This design comes from an exercise in tuning for small area on the open sky130 flow, not from production work. No functional check of the RTL was part of this run. Power and IR drop assume default switching activity.

==> design.v <==
module total_fir(total_out, x_in, clk);
	input clk;
	input signed [7:0] x_in;
	output signed [15:0] total_out;
	reg [7:0] d0;
	reg [7:0] d1;
	reg [7:0] d2;
	reg [7:0] d3;
	reg [7:0] d4;
	reg [7:0] d5;
	reg [7:0] d6;
	reg [7:0] d7;
	reg [7:0] d8;
	reg [7:0] d9;
	reg [7:0] d10;
	reg [7:0] d11;
	reg [7:0] d12;
	reg [7:0] d13;
	reg [7:0] d14;
	reg [7:0] d15;
	reg [7:0] d16;
	reg [7:0] d17;
	reg r447;
	reg r448;
	reg r449;
	reg r516;
	reg r517;
	reg r574;
	reg r575;
	reg r576;
	reg r625;
	reg r658;
	reg r659;
	reg r660;
	reg r687;
	reg r702;
	reg r703;
	reg r710;
	reg r711;
	reg r714;
	reg r715;
	reg r720;
	reg r721;
	reg r722;
	reg r723;
	wire o5;
	wire o6;
	wire o7;
	wire o8;
	wire o16;
	wire w1;
	wire w2;
	wire w3;
	wire w4;
	wire w5;
	wire w6;
	wire w7;
	wire w8;
	wire w9;
	wire w10;
	wire w11;
	wire w12;
	wire w13;
	wire w14;
	wire w15;
	wire w16;
	wire w17;
	wire w18;
	wire w19;
	wire w20;
	wire w21;
	wire w22;
	wire w23;
	wire w24;
	wire w25;
	wire w26;
	wire w27;
	wire w28;
	wire w29;
	wire w30;
	wire w31;
	wire w32;
	wire w33;
	wire w34;
	wire w35;
	wire w36;
	wire w37;
	wire w38;
	wire w39;
	wire w40;
	wire w41;
	wire w42;
	wire w43;
	wire w44;
	wire w45;
	wire w46;
	wire w47;
	wire w48;
	wire w49;
	wire w50;
	wire w51;
	wire w52;
	wire w53;
	wire w54;
	wire w55;
	wire w56;
	wire w57;
	wire w58;
	wire w59;
	wire w60;
	wire w61;
	wire w62;
	wire w63;
	wire w64;
	wire w65;
	wire w66;
	wire w67;
	wire w68;
	wire w69;
	wire w70;
	wire w71;
	wire w72;
	wire w73;
	wire w74;
	wire w75;
	wire w76;
	wire w77;
	wire w78;
	wire w79;
	wire w80;
	wire w81;
	wire w82;
	wire w83;
	wire w84;
	wire w85;
	wire w86;
	wire w87;
	wire w88;
	wire w89;
	wire w90;
	wire w91;
	wire w92;
	wire w93;
	wire w94;
	wire w95;
	wire w96;
	wire w97;
	wire w98;
	wire w99;
	wire w100;
	wire w101;
	wire w102;
	wire w103;
	wire w104;
	wire w105;
	wire w106;
	wire w107;
	wire w108;
	wire w109;
	wire w110;
	wire w111;
	wire w112;
	wire w113;
	wire w114;
	wire w115;
	wire w116;
	wire w117;
	wire w118;
	wire w119;
	wire w120;
	wire w121;
	wire w122;
	wire w123;
	wire w124;
	wire w125;
	wire w126;
	wire w127;
	wire w128;
	wire w129;
	wire w130;
	wire w131;
	wire w132;
	wire w133;
	wire w134;
	wire w135;
	wire w136;
	wire w137;
	wire w138;
	wire w139;
	wire w140;
	wire w141;
	wire w142;
	wire w143;
	wire w144;
	wire w145;
	wire w146;
	wire w147;
	wire w148;
	wire w149;
	wire w150;
	wire w151;
	wire w152;
	wire w153;
	wire w154;
	wire w155;
	wire w156;
	wire w157;
	wire w158;
	wire w159;
	wire w160;
	wire w161;
	wire w162;
	wire w163;
	wire w164;
	wire w165;
	wire w166;
	wire w167;
	wire w168;
	wire w169;
	wire w170;
	wire w171;
	wire w172;
	wire w173;
	wire w174;
	wire w175;
	wire w176;
	wire w177;
	wire w178;
	wire w179;
	wire w180;
	wire w181;
	wire w182;
	wire w183;
	wire w184;
	wire w185;
	wire w186;
	wire w187;
	wire w188;
	wire w189;
	wire w190;
	wire w191;
	wire w192;
	wire w193;
	wire w194;
	wire w195;
	wire w196;
	wire w197;
	wire w198;
	wire w199;
	wire w200;
	wire w201;
	wire w202;
	wire w203;
	wire w204;
	wire w205;
	wire w206;
	wire w207;
	wire w208;
	wire w209;
	wire w210;
	wire w211;
	wire w212;
	wire w213;
	wire w214;
	wire w215;
	wire w216;
	wire w217;
	wire w218;
	wire w219;
	wire w220;
	wire w221;
	wire w222;
	wire w223;
	wire w224;
	wire w225;
	wire w226;
	wire w227;
	wire w228;
	wire w229;
	wire w230;
	wire w231;
	wire w232;
	wire w233;
	wire w234;
	wire w235;
	wire w236;
	wire w237;
	wire w238;
	wire w239;
	wire w240;
	wire w241;
	wire w242;
	wire w243;
	wire w244;
	wire w245;
	wire w246;
	wire w247;
	wire w248;
	wire w249;
	wire w250;
	wire w251;
	wire w252;
	wire w253;
	wire w254;
	wire w255;
	wire w256;
	wire w257;
	wire w258;
	wire w259;
	wire w260;
	wire w261;
	wire w262;
	wire w263;
	wire w264;
	wire w265;
	wire w266;
	wire w267;
	wire w268;
	wire w269;
	wire w270;
	wire w271;
	wire w272;
	wire w273;
	wire w274;
	wire w275;
	wire w276;
	wire w277;
	wire w278;
	wire w279;
	wire w280;
	wire w281;
	wire w282;
	wire w283;
	wire w284;
	wire w285;
	wire w286;
	wire w287;
	wire w288;
	wire w289;
	wire w290;
	wire w291;
	wire w292;
	wire w293;
	wire w294;
	wire w295;
	wire w296;
	wire w297;
	wire w298;
	wire w299;
	wire w300;
	wire w301;
	wire w302;
	wire w303;
	wire w304;
	wire w305;
	wire w306;
	wire w307;
	wire w308;
	wire w309;
	wire w310;
	wire w311;
	wire w312;
	wire w313;
	wire w314;
	wire w315;
	wire w316;
	wire w317;
	wire w318;
	wire w319;
	wire w320;
	wire w321;
	wire w322;
	wire w323;
	wire w324;
	wire w325;
	wire w326;
	wire w327;
	wire w328;
	wire w329;
	wire w330;
	wire w331;
	wire w332;
	wire w333;
	wire w334;
	wire w335;
	wire w336;
	wire w337;
	wire w338;
	wire w339;
	wire w340;
	wire w341;
	wire w342;
	wire w343;
	wire w344;
	wire w345;
	wire w346;
	wire w347;
	wire w348;
	wire w349;
	wire w350;
	wire w351;
	wire w352;
	wire w353;
	wire w354;
	wire w355;
	wire w356;
	wire w357;
	wire w358;
	wire w359;
	wire w360;
	wire w361;
	wire w362;
	wire w363;
	wire w364;
	wire w365;
	wire w366;
	wire w367;
	wire w368;
	wire w369;
	wire w370;
	wire w371;
	wire w372;
	wire w373;
	wire w374;
	wire w375;
	wire w376;
	wire w377;
	wire w378;
	wire w379;
	wire w380;
	wire w381;
	wire w382;
	wire w383;
	wire w384;
	wire w385;
	wire w386;
	wire w387;
	wire w388;
	wire w389;
	wire w390;
	wire w391;
	wire w392;
	wire w393;
	wire w394;
	wire w395;
	wire w396;
	wire w397;
	wire w398;
	wire w399;
	wire w400;
	wire w401;
	wire w402;
	wire w403;
	wire w404;
	wire w405;
	wire w406;
	wire w407;
	wire w408;
	wire w409;
	wire w410;
	wire w411;
	wire w412;
	wire w413;
	wire w414;
	wire w415;
	wire w416;
	wire w417;
	wire w418;
	wire w419;
	wire w420;
	wire w421;
	wire w422;
	wire w423;
	wire w424;
	wire w425;
	wire w426;
	wire w427;
	wire w428;
	wire w429;
	wire w430;
	wire w431;
	wire w432;
	wire w433;
	wire w434;
	wire w435;
	wire w436;
	wire w437;
	wire w438;
	wire w439;
	wire w440;
	wire w441;
	wire w442;
	wire w443;
	wire w444;
	wire w445;
	wire w446;
	wire w447;
	wire w448;
	wire w449;
	wire w450;
	wire w451;
	wire w452;
	wire w453;
	wire w454;
	wire w455;
	wire w456;
	wire w457;
	wire w458;
	wire w459;
	wire w460;
	wire w461;
	wire w462;
	wire w463;
	wire w464;
	wire w465;
	wire w466;
	wire w467;
	wire w468;
	wire w469;
	wire w470;
	wire w471;
	wire w472;
	wire w473;
	wire w474;
	wire w475;
	wire w476;
	wire w477;
	wire w478;
	wire w479;
	wire w480;
	wire w481;
	wire w482;
	wire w483;
	wire w484;
	wire w485;
	wire w486;
	wire w487;
	wire w488;
	wire w489;
	wire w490;
	wire w491;
	wire w492;
	wire w493;
	wire w494;
	wire w495;
	wire w496;
	wire w497;
	wire w498;
	wire w499;
	wire w500;
	wire w501;
	wire w502;
	wire w503;
	wire w504;
	wire w505;
	wire w506;
	wire w507;
	wire w508;
	wire w509;
	wire w510;
	wire w511;
	wire w512;
	wire w513;
	wire w514;
	wire w515;
	wire w516;
	wire w517;
	wire w518;
	wire w519;
	wire w520;
	wire w521;
	wire w522;
	wire w523;
	wire w524;
	wire w525;
	wire w526;
	wire w527;
	wire w528;
	wire w529;
	wire w530;
	wire w531;
	wire w532;
	wire w533;
	wire w534;
	wire w535;
	wire w536;
	wire w537;
	wire w538;
	wire w539;
	wire w540;
	wire w541;
	wire w542;
	wire w543;
	wire w544;
	wire w545;
	wire w546;
	wire w547;
	wire w548;
	wire w549;
	wire w550;
	wire w551;
	wire w552;
	wire w553;
	wire w554;
	wire w555;
	wire w556;
	wire w557;
	wire w558;
	wire w559;
	wire w560;
	wire w561;
	wire w562;
	wire w563;
	wire w564;
	wire w565;
	wire w566;
	wire w567;
	wire w568;
	wire w569;
	wire w570;
	wire w571;
	wire w572;
	wire w573;
	wire w574;
	wire w575;
	wire w576;
	wire w577;
	wire w578;
	wire w579;
	wire w580;
	wire w581;
	wire w582;
	wire w583;
	wire w584;
	wire w585;
	wire w586;
	wire w587;
	wire w588;
	wire w589;
	wire w590;
	wire w591;
	wire w592;
	wire w593;
	wire w594;
	wire w595;
	wire w596;
	wire w597;
	wire w598;
	wire w599;
	wire w600;
	wire w601;
	wire w602;
	wire w603;
	wire w604;
	wire w605;
	wire w606;
	wire w607;
	wire w608;
	wire w609;
	wire w610;
	wire w611;
	wire w612;
	wire w613;
	wire w614;
	wire w615;
	wire w616;
	wire w617;
	wire w618;
	wire w619;
	wire w620;
	wire w621;
	wire w622;
	wire w623;
	wire w624;
	wire w625;
	wire w626;
	wire w627;
	wire w628;
	wire w629;
	wire w630;
	wire w631;
	wire w632;
	wire w633;
	wire w634;
	wire w635;
	wire w636;
	wire w637;
	wire w638;
	wire w639;
	wire w640;
	wire w641;
	wire w642;
	wire w643;
	wire w644;
	wire w645;
	wire w646;
	wire w647;
	wire w648;
	wire w649;
	wire w650;
	wire w651;
	wire w652;
	wire w653;
	wire w654;
	wire w655;
	wire w656;
	wire w657;
	wire w658;
	wire w659;
	wire w660;
	wire w661;
	wire w662;
	wire w663;
	wire w664;
	wire w665;
	wire w666;
	wire w667;
	wire w668;
	wire w669;
	wire w670;
	wire w671;
	wire w672;
	wire w673;
	wire w674;
	wire w675;
	wire w676;
	wire w677;
	wire w678;
	wire w679;
	wire w680;
	wire w681;
	wire w682;
	wire w683;
	wire w684;
	wire w685;
	wire w686;
	wire w687;
	wire w688;
	wire w689;
	wire w690;
	wire w691;
	wire w692;
	wire w693;
	wire w694;
	wire w695;
	wire w696;
	wire w697;
	wire w698;
	wire w699;
	wire w700;
	wire w701;
	wire w702;
	wire w703;
	wire w704;
	wire w705;
	wire w706;
	wire w707;
	wire w708;
	wire w709;
	wire w710;
	wire w711;
	wire w712;
	wire w713;
	wire w714;
	wire w715;
	wire w716;
	wire w717;
	wire w718;
	wire w719;
	wire w720;
	wire w721;
	wire w722;
	wire w723;
	wire n1;
	wire n2;
	wire n3;
	wire n4;
	wire n5;
	wire n6;
	wire n7;
	wire n8;
	wire n9;
	wire n10;
	wire n11;
	wire n12;
	wire n13;
	wire n14;
	wire n15;
	wire n16;
	wire n17;
	wire n18;
	wire n19;
	wire n20;
	wire n21;
	wire n22;
	wire n23;
	wire n24;
	wire n25;
	wire n26;
	wire n27;
	wire n28;
	wire n29;
	wire n30;
	wire n31;
	wire n32;
	wire n33;
	wire n34;
	wire n35;
	wire n36;
	wire n37;
	wire n38;
	wire n39;
	wire n40;
	wire n41;
	wire n42;
	wire n43;
	wire n44;
	wire n45;
	wire n46;
	wire n47;
	wire n48;
	wire n49;
	wire n50;
	wire n51;
	wire n52;
	wire n53;
	wire n54;
	wire n55;
	wire n56;
	wire n57;
	wire n58;
	wire n59;
	wire n60;
	wire n61;
	wire n62;
	wire n63;
	wire n64;
	wire n65;
	wire n66;
	wire n67;
	wire n68;
	wire n69;
	wire n70;
	wire n71;
	wire n72;
	wire n73;
	wire n74;
	wire n75;
	wire n76;
	always @(posedge clk) begin
		d0 <= x_in;
		d1 <= d0;
		d2 <= d1;
		d3 <= d2;
		d4 <= d3;
		d5 <= d4;
		d6 <= d5;
		d7 <= d6;
		d8 <= d7;
		d9 <= d8;
		d10 <= d9;
		d11 <= d10;
		d12 <= d11;
		d13 <= d12;
		d14 <= d13;
		d15 <= d14;
		d16 <= d15;
		d17 <= d16;
		r447 <= w374;
		r448 <= w445;
		r449 <= w376;
		r516 <= w446;
		r517 <= w514;
		r574 <= w513;
		r575 <= w572;
		r576 <= w515;
		r625 <= w623;
		r658 <= w622;
		r659 <= w656;
		r660 <= w624;
		r687 <= w685;
		r702 <= w700;
		r703 <= w686;
		r710 <= w708;
		r711 <= w701;
		r714 <= w707;
		r715 <= w709;
		r720 <= w179;
		r721 <= w235;
		r722 <= w301;
		r723 <= w375;
	end
	assign o5 = d5[0] | d5[1];
	assign o6 = d6[0] | d6[1];
	assign o7 = d7[0] | d7[1];
	assign o8 = d8[0] | d8[1];
	assign o16 = d16[0] | d16[1];
	assign n1 = ~d2[7];
	assign n2 = ~d3[7];
	assign n3 = ~d4[7];
	assign n4 = ~d5[7];
	assign n5 = ~d6[7];
	assign n6 = ~d7[0];
	assign n7 = ~d7[1];
	assign n8 = ~d7[2];
	assign n9 = ~d7[3];
	assign n10 = ~d7[4];
	assign n11 = ~d7[5];
	assign n12 = ~d7[6];
	assign n13 = ~d7[7];
	assign n14 = ~d8[0];
	assign n15 = ~d8[1];
	assign n16 = ~d8[2];
	assign n17 = ~d8[3];
	assign n18 = ~d8[4];
	assign n19 = ~d8[5];
	assign n20 = ~d8[6];
	assign n21 = ~d8[7];
	assign n22 = ~d9[7];
	assign n23 = ~d10[7];
	assign n24 = ~d10[0];
	assign n25 = ~d10[1];
	assign n26 = ~d10[2];
	assign n27 = ~d10[3];
	assign n28 = ~d10[4];
	assign n29 = ~d10[5];
	assign n30 = ~d10[6];
	assign n31 = ~d11[0];
	assign n32 = ~d11[1];
	assign n33 = ~d11[2];
	assign n34 = ~d11[3];
	assign n35 = ~d11[4];
	assign n36 = ~d11[5];
	assign n37 = ~d11[6];
	assign n38 = ~d11[7];
	assign n39 = ~d12[0];
	assign n40 = ~d12[1];
	assign n41 = ~d12[2];
	assign n42 = ~d12[3];
	assign n43 = ~d12[4];
	assign n44 = ~d12[5];
	assign n45 = ~d12[6];
	assign n46 = ~d13[0];
	assign n47 = ~d13[1];
	assign n48 = ~d13[2];
	assign n49 = ~d13[3];
	assign n50 = ~d13[4];
	assign n51 = ~d13[5];
	assign n52 = ~d13[6];
	assign n53 = ~d13[7];
	assign n54 = ~d14[0];
	assign n55 = ~d14[1];
	assign n56 = ~d14[2];
	assign n57 = ~d14[3];
	assign n58 = ~d14[4];
	assign n59 = ~d14[5];
	assign n60 = ~d14[6];
	assign n61 = ~d14[7];
	assign n62 = ~d15[0];
	assign n63 = ~d15[1];
	assign n64 = ~d15[2];
	assign n65 = ~d15[3];
	assign n66 = ~d15[4];
	assign n67 = ~d15[5];
	assign n68 = ~d15[6];
	assign n69 = ~d16[7];
	assign n70 = ~d17[0];
	assign n71 = ~d17[1];
	assign n72 = ~d17[2];
	assign n73 = ~d17[3];
	assign n74 = ~d17[4];
	assign n75 = ~d17[5];
	assign n76 = ~d17[6];
	assign w77 = ~(d3[0] ^ d4[1]);
	assign w78 = d3[0] | d4[1];
	fa uw79 (.a(d4[0]), .b(d5[0]), .c(d5[2]), .s(w79), .co(w80));
	fa uw81 (.a(d6[2]), .b(d7[2]), .c(d8[2]), .s(w81), .co(w82));
	fa uw83 (.a(d16[2]), .b(n25), .c(n32), .s(w83), .co(w84));
	fa uw85 (.a(n39), .b(n40), .c(n46), .s(w85), .co(w86));
	fa uw87 (.a(n54), .b(n55), .c(n72), .s(w87), .co(w88));
	fa uw89 (.a(w77), .b(o5), .c(o6), .s(w89), .co(w90));
	fa uw91 (.a(o7), .b(o8), .c(o16), .s(w91), .co(w92));
	fa uw93 (.a(w79), .b(w81), .c(w83), .s(w93), .co(w94));
	fa uw95 (.a(w85), .b(w87), .c(w89), .s(w95), .co(w96));
	fa uw97 (.a(w91), .b(w93), .c(w95), .s(w97), .co(w98));
	fa uw99 (.a(d3[1]), .b(d4[0]), .c(d4[2]), .s(w99), .co(w100));
	fa uw101 (.a(d5[1]), .b(d5[3]), .c(d6[0]), .s(w101), .co(w102));
	fa uw103 (.a(d6[3]), .b(d7[3]), .c(d8[3]), .s(w103), .co(w104));
	fa uw105 (.a(d10[0]), .b(d16[0]), .c(d16[3]), .s(w105), .co(w106));
	fa uw107 (.a(n26), .b(n31), .c(n33), .s(w107), .co(w108));
	fa uw109 (.a(n40), .b(n41), .c(n47), .s(w109), .co(w110));
	fa uw111 (.a(n46), .b(n55), .c(n56), .s(w111), .co(w112));
	fa uw113 (.a(n62), .b(n73), .c(w78), .s(w113), .co(w114));
	fa uw115 (.a(w80), .b(w82), .c(w99), .s(w115), .co(w116));
	fa uw117 (.a(w101), .b(w103), .c(w105), .s(w117), .co(w118));
	fa uw119 (.a(w84), .b(w86), .c(w88), .s(w119), .co(w120));
	fa uw121 (.a(w107), .b(w109), .c(w111), .s(w121), .co(w122));
	fa uw123 (.a(w90), .b(w92), .c(w113), .s(w123), .co(w124));
	fa uw125 (.a(w115), .b(w117), .c(w94), .s(w125), .co(w126));
	fa uw127 (.a(w119), .b(w121), .c(w96), .s(w127), .co(w128));
	fa uw129 (.a(w123), .b(w125), .c(w98), .s(w129), .co(w130));
	ha uw131 (.a(w127), .b(w129), .s(w131), .co(w132));
	fa uw133 (.a(d2[0]), .b(d3[2]), .c(d4[1]), .s(w133), .co(w134));
	fa uw135 (.a(d4[3]), .b(d5[2]), .c(d5[0]), .s(w135), .co(w136));
	fa uw137 (.a(d5[4]), .b(d6[1]), .c(d6[4]), .s(w137), .co(w138));
	fa uw139 (.a(d7[4]), .b(d8[4]), .c(d9[0]), .s(w139), .co(w140));
	fa uw141 (.a(d10[1]), .b(d16[1]), .c(d16[4]), .s(w141), .co(w142));
	fa uw143 (.a(n6), .b(n27), .c(n32), .s(w143), .co(w144));
	fa uw145 (.a(n31), .b(n34), .c(n41), .s(w145), .co(w146));
	fa uw147 (.a(n39), .b(n42), .c(n48), .s(w147), .co(w148));
	fa uw149 (.a(n47), .b(n56), .c(n57), .s(w149), .co(w150));
	fa uw151 (.a(n63), .b(n62), .c(n70), .s(w151), .co(w152));
	fa uw153 (.a(n74), .b(w100), .c(w102), .s(w153), .co(w154));
	fa uw155 (.a(w104), .b(w106), .c(w133), .s(w155), .co(w156));
	fa uw157 (.a(w135), .b(w137), .c(w139), .s(w157), .co(w158));
	fa uw159 (.a(w141), .b(w108), .c(w110), .s(w159), .co(w160));
	fa uw161 (.a(w112), .b(w143), .c(w145), .s(w161), .co(w162));
	fa uw163 (.a(w147), .b(w149), .c(w151), .s(w163), .co(w164));
	fa uw165 (.a(w114), .b(w116), .c(w118), .s(w165), .co(w166));
	fa uw167 (.a(w153), .b(w120), .c(w155), .s(w167), .co(w168));
	fa uw169 (.a(w157), .b(w122), .c(w159), .s(w169), .co(w170));
	fa uw171 (.a(w161), .b(w163), .c(w124), .s(w171), .co(w172));
	fa uw173 (.a(w165), .b(w126), .c(w167), .s(w173), .co(w174));
	fa uw175 (.a(w169), .b(w128), .c(w171), .s(w175), .co(w176));
	fa uw177 (.a(w173), .b(w130), .c(w175), .s(w177), .co(w178));
	ha uw179 (.a(w132), .b(w177), .s(w179), .co(w180));
	fa uw181 (.a(d2[1]), .b(d2[0]), .c(d3[3]), .s(w181), .co(w182));
	fa uw183 (.a(d4[2]), .b(d4[4]), .c(d5[3]), .s(w183), .co(w184));
	fa uw185 (.a(d5[1]), .b(d5[5]), .c(d6[2]), .s(w185), .co(w186));
	fa uw187 (.a(d6[5]), .b(d7[5]), .c(d8[5]), .s(w187), .co(w188));
	fa uw189 (.a(d9[1]), .b(d10[2]), .c(d16[2]), .s(w189), .co(w190));
	fa uw191 (.a(d16[0]), .b(d16[5]), .c(n7), .s(w191), .co(w192));
	fa uw193 (.a(n28), .b(n33), .c(n32), .s(w193), .co(w194));
	fa uw195 (.a(n35), .b(n42), .c(n40), .s(w195), .co(w196));
	fa uw197 (.a(n43), .b(n49), .c(n48), .s(w197), .co(w198));
	fa uw199 (.a(n57), .b(n58), .c(n64), .s(w199), .co(w200));
	fa uw201 (.a(n63), .b(n71), .c(n75), .s(w201), .co(w202));
	fa uw203 (.a(w134), .b(w136), .c(w138), .s(w203), .co(w204));
	fa uw205 (.a(w140), .b(w142), .c(w181), .s(w205), .co(w206));
	fa uw207 (.a(w183), .b(w185), .c(w187), .s(w207), .co(w208));
	fa uw209 (.a(w189), .b(w144), .c(w146), .s(w209), .co(w210));
	fa uw211 (.a(w148), .b(w150), .c(w152), .s(w211), .co(w212));
	fa uw213 (.a(w191), .b(w193), .c(w195), .s(w213), .co(w214));
	fa uw215 (.a(w197), .b(w199), .c(w201), .s(w215), .co(w216));
	fa uw217 (.a(w154), .b(w156), .c(w158), .s(w217), .co(w218));
	fa uw219 (.a(w203), .b(w160), .c(w205), .s(w219), .co(w220));
	fa uw221 (.a(w207), .b(w162), .c(w164), .s(w221), .co(w222));
	fa uw223 (.a(w209), .b(w211), .c(w213), .s(w223), .co(w224));
	fa uw225 (.a(w215), .b(w166), .c(w168), .s(w225), .co(w226));
	fa uw227 (.a(w217), .b(w170), .c(w219), .s(w227), .co(w228));
	fa uw229 (.a(w221), .b(w223), .c(w172), .s(w229), .co(w230));
	fa uw231 (.a(w225), .b(w174), .c(w227), .s(w231), .co(w232));
	fa uw233 (.a(w229), .b(w176), .c(w231), .s(w233), .co(w234));
	fa uw235 (.a(w178), .b(w180), .c(w233), .s(w235), .co(w236));
	fa uw237 (.a(d2[2]), .b(d2[1]), .c(d3[4]), .s(w237), .co(w238));
	fa uw239 (.a(d3[0]), .b(d4[3]), .c(d4[0]), .s(w239), .co(w240));
	fa uw241 (.a(d4[5]), .b(d5[4]), .c(d5[2]), .s(w241), .co(w242));
	fa uw243 (.a(d5[6]), .b(d6[3]), .c(d6[6]), .s(w243), .co(w244));
	fa uw245 (.a(d7[6]), .b(d8[6]), .c(d9[2]), .s(w245), .co(w246));
	fa uw247 (.a(d10[3]), .b(d14[0]), .c(d16[3]), .s(w247), .co(w248));
	fa uw249 (.a(d16[1]), .b(d16[6]), .c(n8), .s(w249), .co(w250));
	fa uw251 (.a(n24), .b(n29), .c(n34), .s(w251), .co(w252));
	fa uw253 (.a(n33), .b(n36), .c(n43), .s(w253), .co(w254));
	fa uw255 (.a(n41), .b(n39), .c(n44), .s(w255), .co(w256));
	fa uw257 (.a(n50), .b(n49), .c(n58), .s(w257), .co(w258));
	fa uw259 (.a(n59), .b(n65), .c(n64), .s(w259), .co(w260));
	fa uw261 (.a(n72), .b(n76), .c(w182), .s(w261), .co(w262));
	fa uw263 (.a(w184), .b(w186), .c(w188), .s(w263), .co(w264));
	fa uw265 (.a(w190), .b(w237), .c(w239), .s(w265), .co(w266));
	fa uw267 (.a(w241), .b(w243), .c(w245), .s(w267), .co(w268));
	fa uw269 (.a(w247), .b(w192), .c(w194), .s(w269), .co(w270));
	fa uw271 (.a(w196), .b(w198), .c(w200), .s(w271), .co(w272));
	fa uw273 (.a(w202), .b(w249), .c(w251), .s(w273), .co(w274));
	fa uw275 (.a(w253), .b(w255), .c(w257), .s(w275), .co(w276));
	fa uw277 (.a(w259), .b(w204), .c(w206), .s(w277), .co(w278));
	fa uw279 (.a(w208), .b(w261), .c(w263), .s(w279), .co(w280));
	fa uw281 (.a(w210), .b(w212), .c(w265), .s(w281), .co(w282));
	fa uw283 (.a(w267), .b(w214), .c(w216), .s(w283), .co(w284));
	fa uw285 (.a(w269), .b(w271), .c(w273), .s(w285), .co(w286));
	fa uw287 (.a(w275), .b(w218), .c(w220), .s(w287), .co(w288));
	fa uw289 (.a(w277), .b(w279), .c(w222), .s(w289), .co(w290));
	fa uw291 (.a(w281), .b(w224), .c(w283), .s(w291), .co(w292));
	fa uw293 (.a(w285), .b(w226), .c(w287), .s(w293), .co(w294));
	fa uw295 (.a(w228), .b(w289), .c(w291), .s(w295), .co(w296));
	fa uw297 (.a(w230), .b(w293), .c(w232), .s(w297), .co(w298));
	fa uw299 (.a(w295), .b(w234), .c(w297), .s(w299), .co(w300));
	ha uw301 (.a(w236), .b(w299), .s(w301), .co(w302));
	assign w303 = ~(d2[3] ^ d2[2]);
	assign w304 = d2[3] | d2[2];
	fa uw305 (.a(d3[5]), .b(d3[1]), .c(d4[4]), .s(w305), .co(w306));
	fa uw307 (.a(d4[1]), .b(d4[6]), .c(d5[5]), .s(w307), .co(w308));
	fa uw309 (.a(d5[3]), .b(d6[4]), .c(d9[3]), .s(w309), .co(w310));
	fa uw311 (.a(d10[4]), .b(d11[0]), .c(d13[0]), .s(w311), .co(w312));
	fa uw313 (.a(d14[1]), .b(d16[4]), .c(d16[2]), .s(w313), .co(w314));
	fa uw315 (.a(d17[7]), .b(n4), .c(n5), .s(w315), .co(w316));
	fa uw317 (.a(n9), .b(n13), .c(n14), .s(w317), .co(w318));
	fa uw319 (.a(n21), .b(n25), .c(n30), .s(w319), .co(w320));
	fa uw321 (.a(n35), .b(n34), .c(n37), .s(w321), .co(w322));
	fa uw323 (.a(n44), .b(n42), .c(n40), .s(w323), .co(w324));
	fa uw325 (.a(n45), .b(n51), .c(n50), .s(w325), .co(w326));
	fa uw327 (.a(n59), .b(n60), .c(n66), .s(w327), .co(w328));
	fa uw329 (.a(n65), .b(n69), .c(n73), .s(w329), .co(w330));
	fa uw331 (.a(w303), .b(w238), .c(w240), .s(w331), .co(w332));
	fa uw333 (.a(w242), .b(w244), .c(w246), .s(w333), .co(w334));
	fa uw335 (.a(w248), .b(w305), .c(w307), .s(w335), .co(w336));
	fa uw337 (.a(w309), .b(w311), .c(w313), .s(w337), .co(w338));
	fa uw339 (.a(w250), .b(w252), .c(w254), .s(w339), .co(w340));
	fa uw341 (.a(w256), .b(w258), .c(w260), .s(w341), .co(w342));
	fa uw343 (.a(w315), .b(w317), .c(w319), .s(w343), .co(w344));
	fa uw345 (.a(w321), .b(w323), .c(w325), .s(w345), .co(w346));
	fa uw347 (.a(w327), .b(w329), .c(w262), .s(w347), .co(w348));
	fa uw349 (.a(w264), .b(w266), .c(w268), .s(w349), .co(w350));
	fa uw351 (.a(w331), .b(w333), .c(w270), .s(w351), .co(w352));
	fa uw353 (.a(w272), .b(w335), .c(w337), .s(w353), .co(w354));
	fa uw355 (.a(w274), .b(w276), .c(w339), .s(w355), .co(w356));
	fa uw357 (.a(w341), .b(w343), .c(w345), .s(w357), .co(w358));
	fa uw359 (.a(w278), .b(w280), .c(w347), .s(w359), .co(w360));
	fa uw361 (.a(w282), .b(w349), .c(w284), .s(w361), .co(w362));
	fa uw363 (.a(w351), .b(w353), .c(w286), .s(w363), .co(w364));
	fa uw365 (.a(w355), .b(w357), .c(w288), .s(w365), .co(w366));
	fa uw367 (.a(w359), .b(w290), .c(w292), .s(w367), .co(w368));
	fa uw369 (.a(w361), .b(w363), .c(w294), .s(w369), .co(w370));
	fa uw371 (.a(w365), .b(w296), .c(w367), .s(w371), .co(w372));
	fa uw373 (.a(w369), .b(w298), .c(w371), .s(w373), .co(w374));
	fa uw375 (.a(w300), .b(w373), .c(w302), .s(w375), .co(w376));
	assign w377 = ~(d2[4] ^ d2[3]);
	assign w378 = d2[4] | d2[3];
	fa uw379 (.a(d3[6]), .b(d3[2]), .c(d4[5]), .s(w379), .co(w380));
	fa uw381 (.a(d4[2]), .b(d5[6]), .c(d5[4]), .s(w381), .co(w382));
	fa uw383 (.a(d6[5]), .b(d9[4]), .c(d10[5]), .s(w383), .co(w384));
	fa uw385 (.a(d10[7]), .b(d11[1]), .c(d11[7]), .s(w385), .co(w386));
	fa uw387 (.a(d12[7]), .b(d13[1]), .c(d14[2]), .s(w387), .co(w388));
	fa uw389 (.a(d14[7]), .b(d16[5]), .c(d16[3]), .s(w389), .co(w390));
	fa uw391 (.a(n3), .b(n10), .c(n15), .s(w391), .co(w392));
	fa uw393 (.a(n26), .b(n36), .c(n35), .s(w393), .co(w394));
	fa uw395 (.a(n45), .b(n43), .c(n41), .s(w395), .co(w396));
	fa uw397 (.a(n52), .b(n51), .c(n60), .s(w397), .co(w398));
	fa uw399 (.a(n67), .b(n66), .c(n74), .s(w399), .co(w400));
	fa uw401 (.a(w304), .b(w377), .c(w306), .s(w401), .co(w402));
	fa uw403 (.a(w308), .b(w310), .c(w312), .s(w403), .co(w404));
	fa uw405 (.a(w314), .b(w379), .c(w381), .s(w405), .co(w406));
	fa uw407 (.a(w383), .b(w385), .c(w387), .s(w407), .co(w408));
	fa uw409 (.a(w389), .b(w316), .c(w318), .s(w409), .co(w410));
	fa uw411 (.a(w320), .b(w322), .c(w324), .s(w411), .co(w412));
	fa uw413 (.a(w326), .b(w328), .c(w330), .s(w413), .co(w414));
	fa uw415 (.a(w391), .b(w393), .c(w395), .s(w415), .co(w416));
	fa uw417 (.a(w397), .b(w399), .c(w332), .s(w417), .co(w418));
	fa uw419 (.a(w334), .b(w336), .c(w338), .s(w419), .co(w420));
	fa uw421 (.a(w401), .b(w403), .c(w340), .s(w421), .co(w422));
	fa uw423 (.a(w342), .b(w405), .c(w407), .s(w423), .co(w424));
	fa uw425 (.a(w344), .b(w346), .c(w409), .s(w425), .co(w426));
	fa uw427 (.a(w411), .b(w413), .c(w415), .s(w427), .co(w428));
	fa uw429 (.a(w348), .b(w350), .c(w417), .s(w429), .co(w430));
	fa uw431 (.a(w352), .b(w354), .c(w419), .s(w431), .co(w432));
	fa uw433 (.a(w356), .b(w421), .c(w423), .s(w433), .co(w434));
	fa uw435 (.a(w358), .b(w425), .c(w427), .s(w435), .co(w436));
	fa uw437 (.a(w360), .b(w429), .c(w362), .s(w437), .co(w438));
	fa uw439 (.a(w431), .b(w364), .c(w433), .s(w439), .co(w440));
	fa uw441 (.a(w435), .b(w366), .c(w368), .s(w441), .co(w442));
	fa uw443 (.a(w437), .b(w439), .c(w370), .s(w443), .co(w444));
	fa uw445 (.a(w372), .b(w441), .c(w443), .s(w445), .co(w446));
	fa uw450 (.a(r447), .b(r448), .c(r449), .s(w450), .co(w451));
	assign w452 = ~(d2[5] ^ d2[4]);
	assign w453 = d2[5] | d2[4];
	fa uw454 (.a(d3[3]), .b(d4[6]), .c(d4[3]), .s(w454), .co(w455));
	fa uw456 (.a(d5[5]), .b(d6[6]), .c(d9[5]), .s(w456), .co(w457));
	fa uw458 (.a(d10[6]), .b(d11[2]), .c(d12[7]), .s(w458), .co(w459));
	fa uw460 (.a(d13[7]), .b(d13[2]), .c(d14[7]), .s(w460), .co(w461));
	fa uw462 (.a(d14[3]), .b(d16[6]), .c(d16[4]), .s(w462), .co(w463));
	fa uw464 (.a(n2), .b(n4), .c(n11), .s(w464), .co(w465));
	fa uw466 (.a(n16), .b(n27), .c(n37), .s(w466), .co(w467));
	fa uw468 (.a(n36), .b(n44), .c(n42), .s(w468), .co(w469));
	fa uw470 (.a(n52), .b(n68), .c(n67), .s(w470), .co(w471));
	fa uw472 (.a(n75), .b(w378), .c(w452), .s(w472), .co(w473));
	fa uw474 (.a(w380), .b(w382), .c(w384), .s(w474), .co(w475));
	fa uw476 (.a(w386), .b(w388), .c(w390), .s(w476), .co(w477));
	fa uw478 (.a(w454), .b(w456), .c(w458), .s(w478), .co(w479));
	fa uw480 (.a(w460), .b(w462), .c(w392), .s(w480), .co(w481));
	fa uw482 (.a(w394), .b(w396), .c(w398), .s(w482), .co(w483));
	fa uw484 (.a(w400), .b(w464), .c(w466), .s(w484), .co(w485));
	fa uw486 (.a(w468), .b(w470), .c(w472), .s(w486), .co(w487));
	fa uw488 (.a(w402), .b(w404), .c(w406), .s(w488), .co(w489));
	fa uw490 (.a(w408), .b(w474), .c(w476), .s(w490), .co(w491));
	fa uw492 (.a(w410), .b(w412), .c(w414), .s(w492), .co(w493));
	fa uw494 (.a(w478), .b(w416), .c(w480), .s(w494), .co(w495));
	fa uw496 (.a(w482), .b(w484), .c(w486), .s(w496), .co(w497));
	fa uw498 (.a(w418), .b(w420), .c(w422), .s(w498), .co(w499));
	fa uw500 (.a(w424), .b(w488), .c(w490), .s(w500), .co(w501));
	fa uw502 (.a(w426), .b(w492), .c(w428), .s(w502), .co(w503));
	fa uw504 (.a(w494), .b(w496), .c(w430), .s(w504), .co(w505));
	fa uw506 (.a(w432), .b(w498), .c(w500), .s(w506), .co(w507));
	fa uw508 (.a(w434), .b(w436), .c(w502), .s(w508), .co(w509));
	fa uw510 (.a(w504), .b(w438), .c(w506), .s(w510), .co(w511));
	fa uw512 (.a(w440), .b(w508), .c(w442), .s(w512), .co(w513));
	fa uw514 (.a(w510), .b(w444), .c(w512), .s(w514), .co(w515));
	fa uw518 (.a(r516), .b(r517), .c(w451), .s(w518), .co(w519));
	fa uw520 (.a(d2[6]), .b(d2[5]), .c(d3[4]), .s(w520), .co(w521));
	fa uw522 (.a(d4[4]), .b(d5[6]), .c(d9[6]), .s(w522), .co(w523));
	fa uw524 (.a(d11[7]), .b(d11[3]), .c(d13[7]), .s(w524), .co(w525));
	fa uw526 (.a(d13[3]), .b(d14[4]), .c(d15[7]), .s(w526), .co(w527));
	fa uw528 (.a(d16[5]), .b(n3), .c(n5), .s(w528), .co(w529));
	fa uw530 (.a(n12), .b(n17), .c(n23), .s(w530), .co(w531));
	fa uw532 (.a(n28), .b(n37), .c(n45), .s(w532), .co(w533));
	fa uw534 (.a(n43), .b(n68), .c(n69), .s(w534), .co(w535));
	fa uw536 (.a(n76), .b(w453), .c(w455), .s(w536), .co(w537));
	fa uw538 (.a(w457), .b(w459), .c(w461), .s(w538), .co(w539));
	fa uw540 (.a(w463), .b(w520), .c(w522), .s(w540), .co(w541));
	fa uw542 (.a(w524), .b(w526), .c(w465), .s(w542), .co(w543));
	fa uw544 (.a(w467), .b(w469), .c(w471), .s(w544), .co(w545));
	fa uw546 (.a(w528), .b(w530), .c(w532), .s(w546), .co(w547));
	fa uw548 (.a(w534), .b(w473), .c(w475), .s(w548), .co(w549));
	fa uw550 (.a(w477), .b(w479), .c(w536), .s(w550), .co(w551));
	fa uw552 (.a(w538), .b(w481), .c(w483), .s(w552), .co(w553));
	fa uw554 (.a(w540), .b(w485), .c(w542), .s(w554), .co(w555));
	fa uw556 (.a(w544), .b(w546), .c(w487), .s(w556), .co(w557));
	fa uw558 (.a(w489), .b(w491), .c(w548), .s(w558), .co(w559));
	fa uw560 (.a(w493), .b(w550), .c(w495), .s(w560), .co(w561));
	fa uw562 (.a(w552), .b(w554), .c(w497), .s(w562), .co(w563));
	fa uw564 (.a(w556), .b(w499), .c(w501), .s(w564), .co(w565));
	fa uw566 (.a(w558), .b(w503), .c(w560), .s(w566), .co(w567));
	fa uw568 (.a(w562), .b(w505), .c(w507), .s(w568), .co(w569));
	fa uw570 (.a(w564), .b(w509), .c(w566), .s(w570), .co(w571));
	fa uw572 (.a(w511), .b(w568), .c(w570), .s(w572), .co(w573));
	fa uw577 (.a(r574), .b(r575), .c(r576), .s(w577), .co(w578));
	ha uw579 (.a(w577), .b(w519), .s(w579), .co(w580));
	fa uw581 (.a(d2[6]), .b(d3[5]), .c(d4[5]), .s(w581), .co(w582));
	fa uw583 (.a(d7[7]), .b(d11[7]), .c(d11[4]), .s(w583), .co(w584));
	fa uw585 (.a(d12[7]), .b(d13[4]), .c(d14[5]), .s(w585), .co(w586));
	fa uw587 (.a(d15[7]), .b(d16[6]), .c(d17[7]), .s(w587), .co(w588));
	fa uw589 (.a(n1), .b(n4), .c(n18), .s(w589), .co(w590));
	fa uw591 (.a(n22), .b(n29), .c(n44), .s(w591), .co(w592));
	fa uw593 (.a(w521), .b(w523), .c(w525), .s(w593), .co(w594));
	fa uw595 (.a(w527), .b(w581), .c(w583), .s(w595), .co(w596));
	fa uw597 (.a(w585), .b(w587), .c(w529), .s(w597), .co(w598));
	fa uw599 (.a(w531), .b(w533), .c(w535), .s(w599), .co(w600));
	fa uw601 (.a(w589), .b(w591), .c(w537), .s(w601), .co(w602));
	fa uw603 (.a(w539), .b(w541), .c(w593), .s(w603), .co(w604));
	fa uw605 (.a(w543), .b(w545), .c(w595), .s(w605), .co(w606));
	fa uw607 (.a(w547), .b(w597), .c(w599), .s(w607), .co(w608));
	fa uw609 (.a(w549), .b(w551), .c(w601), .s(w609), .co(w610));
	fa uw611 (.a(w553), .b(w603), .c(w555), .s(w611), .co(w612));
	fa uw613 (.a(w605), .b(w607), .c(w557), .s(w613), .co(w614));
	fa uw615 (.a(w559), .b(w609), .c(w561), .s(w615), .co(w616));
	fa uw617 (.a(w611), .b(w613), .c(w563), .s(w617), .co(w618));
	fa uw619 (.a(w565), .b(w567), .c(w615), .s(w619), .co(w620));
	fa uw621 (.a(w617), .b(w569), .c(w571), .s(w621), .co(w622));
	fa uw623 (.a(w619), .b(w573), .c(w621), .s(w623), .co(w624));
	fa uw626 (.a(r625), .b(w578), .c(w580), .s(w626), .co(w627));
	assign w628 = ~(d3[6] ^ d4[6]);
	assign w629 = d3[6] | d4[6];
	fa uw630 (.a(d11[5]), .b(d13[5]), .c(d14[6]), .s(w630), .co(w631));
	fa uw632 (.a(n1), .b(n19), .c(n30), .s(w632), .co(w633));
	fa uw634 (.a(n45), .b(n69), .c(w628), .s(w634), .co(w635));
	fa uw636 (.a(w582), .b(w584), .c(w586), .s(w636), .co(w637));
	fa uw638 (.a(w588), .b(w630), .c(w590), .s(w638), .co(w639));
	fa uw640 (.a(w592), .b(w632), .c(w634), .s(w640), .co(w641));
	fa uw642 (.a(w594), .b(w596), .c(w636), .s(w642), .co(w643));
	fa uw644 (.a(w598), .b(w600), .c(w638), .s(w644), .co(w645));
	fa uw646 (.a(w640), .b(w602), .c(w604), .s(w646), .co(w647));
	fa uw648 (.a(w606), .b(w642), .c(w608), .s(w648), .co(w649));
	fa uw650 (.a(w644), .b(w610), .c(w646), .s(w650), .co(w651));
	fa uw652 (.a(w612), .b(w648), .c(w614), .s(w652), .co(w653));
	fa uw654 (.a(w616), .b(w650), .c(w652), .s(w654), .co(w655));
	fa uw656 (.a(w618), .b(w620), .c(w654), .s(w656), .co(w657));
	fa uw661 (.a(r658), .b(r659), .c(r660), .s(w661), .co(w662));
	ha uw663 (.a(w661), .b(w627), .s(w663), .co(w664));
	fa uw665 (.a(d10[7]), .b(d11[6]), .c(d12[7]), .s(w665), .co(w666));
	fa uw667 (.a(d13[6]), .b(n2), .c(n3), .s(w667), .co(w668));
	fa uw669 (.a(n20), .b(n61), .c(w629), .s(w669), .co(w670));
	fa uw671 (.a(w631), .b(w665), .c(w633), .s(w671), .co(w672));
	fa uw673 (.a(w667), .b(w635), .c(w669), .s(w673), .co(w674));
	fa uw675 (.a(w637), .b(w639), .c(w671), .s(w675), .co(w676));
	fa uw677 (.a(w641), .b(w673), .c(w643), .s(w677), .co(w678));
	fa uw679 (.a(w645), .b(w675), .c(w647), .s(w679), .co(w680));
	fa uw681 (.a(w677), .b(w649), .c(w651), .s(w681), .co(w682));
	fa uw683 (.a(w679), .b(w653), .c(w681), .s(w683), .co(w684));
	fa uw685 (.a(w655), .b(w683), .c(w657), .s(w685), .co(w686));
	fa uw688 (.a(r687), .b(w662), .c(w664), .s(w688), .co(w689));
	fa uw690 (.a(d8[7]), .b(n38), .c(n53), .s(w690), .co(w691));
	fa uw692 (.a(w666), .b(w668), .c(w690), .s(w692), .co(w693));
	fa uw694 (.a(w670), .b(w672), .c(w692), .s(w694), .co(w695));
	fa uw696 (.a(w674), .b(w676), .c(w694), .s(w696), .co(w697));
	fa uw698 (.a(w678), .b(w696), .c(w680), .s(w698), .co(w699));
	fa uw700 (.a(w682), .b(w698), .c(w684), .s(w700), .co(w701));
	fa uw704 (.a(r702), .b(r703), .c(w689), .s(w704), .co(w705));
	fa uw706 (.a(w691), .b(w693), .c(w695), .s(w706), .co(w707));
	fa uw708 (.a(w697), .b(w706), .c(w699), .s(w708), .co(w709));
	fa uw712 (.a(r710), .b(r711), .c(w705), .s(w712), .co(w713));
	fa uw716 (.a(r714), .b(r715), .c(w713), .s(w716), .co(w717));
	assign w718 = w717 ^ 1'b1;
	assign total_out[0] = ~r720;
	assign total_out[1] = ~r721;
	assign total_out[2] = ~r722;
	assign total_out[3] = ~r723;
	assign total_out[4] = ~w450;
	assign total_out[5] = ~w518;
	assign total_out[6] = ~w579;
	assign total_out[7] = ~w626;
	assign total_out[8] = ~w663;
	assign total_out[9] = ~w688;
	assign total_out[10] = ~w704;
	assign total_out[11] = ~w712;
	assign total_out[12] = ~w716;
	assign total_out[13] = ~w718;
	assign total_out[14] = ~w718;
	assign total_out[15] = ~w718;
endmodule
module fa(input a, input b, input c, output s, output co);
	assign s = a ^ b ^ c;
	assign co = (a & b) | (a & c) | (b & c);
endmodule
module ha(input a, input b, output s, output co);
	assign s = a ^ b;
	assign co = a & b;
endmodule
==> run.sh <==
#!/bin/bash
# synth_recipe.tcl (not shown) runs the flow's synth.tcl, then flattens the netlist and writes it again
# the make line also repeats each setting of config.mk as NAME=value (left out here)
make -C /OpenROAD-flow-scripts/flow DESIGN_CONFIG=/design/flow/config.mk WORK_HOME=/design/flow/orfs CLKGATE_MAP_FILE= SYNTH_SCRIPT=/design/flow/synth_recipe.tcl finish
==> config.mk <==
export PLATFORM = sky130hd
export DESIGN_NAME = total_fir
export DESIGN_NICKNAME = total_fir
export VERILOG_FILES = /design/flow/design.v
export SDC_FILE = /design/flow/constraint.sdc
export NUM_CORES = 4
export LEC_CHECK = 0
export CAP_MARGIN = 20
export CORE_MARGIN = 2
export CORE_UTILIZATION = 40
export SLEW_MARGIN = 20
export SYNTH_HIERARCHICAL = 1
export SYNTH_MINIMUM_KEEP_SIZE = 0
==> constraint.sdc <==
create_clock -name core_clock -period 5.0 [get_ports {clk}]
set_input_delay 1.0000 -clock core_clock [delete_from_list [all_inputs] [get_ports {clk}]]
set_output_delay 1.0000 -clock core_clock [all_outputs]
set_load 0.01 [all_outputs]
==> summary.md <==
| Metric | Value |
|---|---|
| Die X | between 150 and 200 um |
| Via Count | around 4,400 |
| Post-DP Area | 0.0106 mm2 |
| Post-synth top flop | dfxtp_1 |
| Worst VDD drop | 0.616 mV |
| Place WS | -0.211 ns |
| Combinational share of power | a little under two thirds |
| P_leak | ~4.6 nW |
| Initial antenna violation count | 0 |
| Max Slew Vio Count | 0 |
| Largest net degree at the start of global routing | 18 |
| CTS Buffer Depth | 2 |
| Share of the synthesized area in the top cell type | 60.6% |
| Insertion delay to the later sink of the worst-skew pair | around 0.44 ns |
| Int Pwr | 5.35 mW |
| Synth area leader | fa_1 |
| Max cap viols | 0 |
| Synth Area per Inst | between 15 and 20 um2 |
| Most area-consuming cells after synthesis | fa_1 61%, dfxtp_1 34%, inv_1 4.0%, ha_1 1.3%, or2_1 0.31% |
| Synth-to-layout area growth | 12.9% |
| Critical path class | reg2out |
| Synth cell types | 6 |
| Most numerous cell in the Yosys netlist | fa_1 |
| Design area | 0.0112 mm2 |
| I/O Pins | 25 |
| Gpl congestion | about 0.93 |
| Fmax | 0.202 GHz |
| Sequential area share after synthesis | between 30% and 40% |
| Htree depth | 4 |
| Worst Path Required | approximately 4.0 ns |
| Min-delay worst type | reg2reg |
| Vias in the first global route | about 5,600 |
| Fin cells | 971 |
| Most common library cells after synthesis | 301 x fa_1, 167 x dfxtp_1, 107 x inv_1 |
| Die Ht | between 150 and 200 um |
| Synth Cell Area | just under 0.01 mm2 |
| Post-CTS Setup Inserts | 0 |
| # DRC | 0 |
| Syn Inst Count | between 500 and 600 |
| TritonCTS clock tree | yes |
| Tmin final | 4.94 ns |
| Worst-margin pin slew | ~0.4 ns |
| Hold Vio Cnt, Final | 0 |
| Grt total ovfl | 0 |
| Seq pwr share | roughly a fifth |
| Proportion of layout cells with a drive suffix above 1 | 6.96% |
| Worst Clk Skew | ~0.0083 ns |
| RSZ-0062 raised after global routing | true |
| Status | no timing/DRC/antenna violations |
| Die area | around 0.026 mm2 |
| # setup viols final | 0 |
| Post-Place Cells | roughly 940 |
| Port bufs | 24 |
| Number of cell rows | 57 |
| Antenna diodes | 0 |
| Element type at the critical path end | output pin |
| Setup ws final | roughly 0.057 ns |
| CTS Buf Count | 17 |
| Global Route Usage Sum | between 10% and 20% |
| Clock network fraction of total power | between 15 and 20% |
| Core area | around 0.024 mm2 |
| Slew HR | about 72% |
| Critical Path Fanout Max | 1 |
| First-pass GRT wire length | between 30 and 40 mm |
| Synth async-reset ratio | 0% |
| PwrDens | 794 mW/mm2 |
| Yosys reg bits | about 170 |
| Syn Nets | 913 |
| Crit start category | register |
| Hold Crit Depth | 0 |
| Initial DRC Count | between 200 and 250 |
| CTS Hold Bufs | 0 |
| Ys Warns | 7 |
| Clk sinks | roughly 170 |
| Drt wl/cell | ~21 um |
| Fin nets | 954 |
| CTS clk-pin slew, worst paths | approximately 0.070 ns |
| Final HPWL DP | about 19 mm |
| Via-to-Cell Ratio | about 4.5 |
| Number of enable flip-flop cells after synthesis | 0 |
| DRT Wirelength | between 20 and 25 mm |
| Switching Power | ~3.6 mW |
| CTS root buf | clkbuf_16 |
| Sw Ratio | 40.0% |
| Initial Util | between 40% and 50% |
| Tot Pwr | roughly 8.9 mW |
| First drt pass iteration count | 4 |
| CP arrival | ~4 ns |
| Final ANT Viol Nets | 0 |
| Final worst-path cycle share | 98.9% |
| R2R depth | 10 |
==> metrics by stage <==
stage,hold slack [ns],TNS (ns),util [%]
2_1_floorplan,0.310,0,-
3_3_place_gp,0.313,-0.342,43.4
3_5_place_dp,0.312,-0.552,43.4
4_1_cts,0.329,-0.155,46.1
5_1_grt,0.334,-0.0652,46.1
6_report,0.327,0,46.1
==> area by class of cell <==
| cell class | count | area (um2) |
|---|---|---|
| clock inverters | 15 | 209 |
| well taps | 324 | 405 |
| repair buffers | 25 | 236 |
| inverters | 107 | 402 |
| fillers | 2152 | 13200 |
| clock buffers | 17 | 425 |
| multi-input cells | 316 | 6210 |
| flip-flops and latches | 167 | 3340 |
==> sequential cells by signal, summed over array words and instances (netlist names), 8 cells and up <==
signal  count
d1          8
d4          8
d17         8
d2          8
d14         8
d5          8
d8          8
d3          8
d9          8
d10         8
d16         8
d6          8
d0          8
d12         8
d15         8
d13         8
d11         8
d7          8
==> logic make-up (layout without fill, tap and decap cells) <==
kind of cell,after synthesis,count (layout),share of synthesized area (%)
adder cells (fa/ha/maj),311,311,61.8
flip-flops,167,167,33.6
AND/OR/NAND/NOR,5,5,0.314
buffers and inverters,110,164,4.26
==> what timing repair did <==
item / CTS / global route
pin swaps: 1 / 1
endpoints found under the hold margin: 0 / 0
endpoints found under the setup margin: 5 / 4
resized for setup: 18 / 5
==> path summary, 6_finish.rpt <==
check / to / from / slack [ns]
setup / recovery: total_out[12] / r447 / 0.06
hold / removal: d1[3] / d0[3] / 0.33
setup reg to reg: r723 / d10[2] / 0.36
hold reg to reg: d1[3] / d0[3] / 0.33
==> power groups by stage <==
stage                     clock [mW]  sequential, mW  combinational (mW)
after floorplan                    0            1.81                4.17
after global placement             0            1.85                5.87
after detailed placement           0            1.85                5.94
after CTS                       1.45            1.83                6.00
after global routing            1.50            1.84                6.80
final                           1.42            1.82                5.67
==> Yosys stat by module (local to each module, per instance) <==
module	flops+latches	times used	cells inside	cell area [um2]
total_fir	167	1	287	3860
fa	0	301	1	20.0
ha	0	5	1	12.5
==> routing by layer <==
| metal | global-route usage, % | part of all wire, % | routed length [um] |
|---|---|---|---|
| met4 | 7.44 | 3.5 | 726 |
| met2 | 30.0 | 52 | 10900 |
| met3 | 4.16 | 3.9 | 810 |
| met5 | 0 | 0 | 0 |
| met1 | 23.0 | 40 | 8380 |
==> critical path, cell delays in order, from the launching register on <==
cell and delay, ns:
dfxtp_2 0.33, fa_2 0.38, fa_2 0.34, ha_2 0.18
fa_2 0.37, ha_4 0.18, fa_2 0.34, fa_2 0.35
fa_2 0.34, fa_2 0.52, inv_1 0.04, buf_2 0.13
==> cell usage in the layout (no fill, tap or decap), types with 2 or more instances in the layout <==
master / instances
fa_1: 294
clkinv_4: 2
inv_8: 3
clkdlybuf4s15_1: 2
inv_6: 5
inv_1: 107
bufinv_16: 3
clkbuf_16: 17
dfxtp_1: 166
ha_1: 8
or2_1: 5
fa_2: 7
clkdlybuf4s50_1: 19

==> static timing again, ports no longer ideal <==
The results above use ideal ports. As a check the final layout listed here was re-extracted and re-timed, cells and wires unchanged.
Step 1 (the two cells are an assumption about what drives the block):
set clk [get_ports {clk}]
set_driving_cell -lib_cell sky130_fd_sc_hd__clkbuf_16 $clk
set_driving_cell -lib_cell sky130_fd_sc_hd__buf_2 [delete_from_list [all_inputs] $clk]
Step 2 adds t to the input delays and takes it off the output delays; t is the mean of the earliest and latest rising clock arrival at the registers after step 1. Input paths then give back, and output paths get back, about the clock's delay inside the block.
Three values: ideal, step 1, step 2; two values: the first two.
t (ns): 0.481
setup WS [ns]: 0.057 / 0.013 / 0.363
hold slack, ns: 0.327 / 0.327 / 0.327
slew at the worst register clock pin (ns): 0.07 / 0.07
After both steps this run still meets setup and hold. For this run, drivers alone change the setup slack by -0.044 ns; drivers and shift together by +0.306 ns.
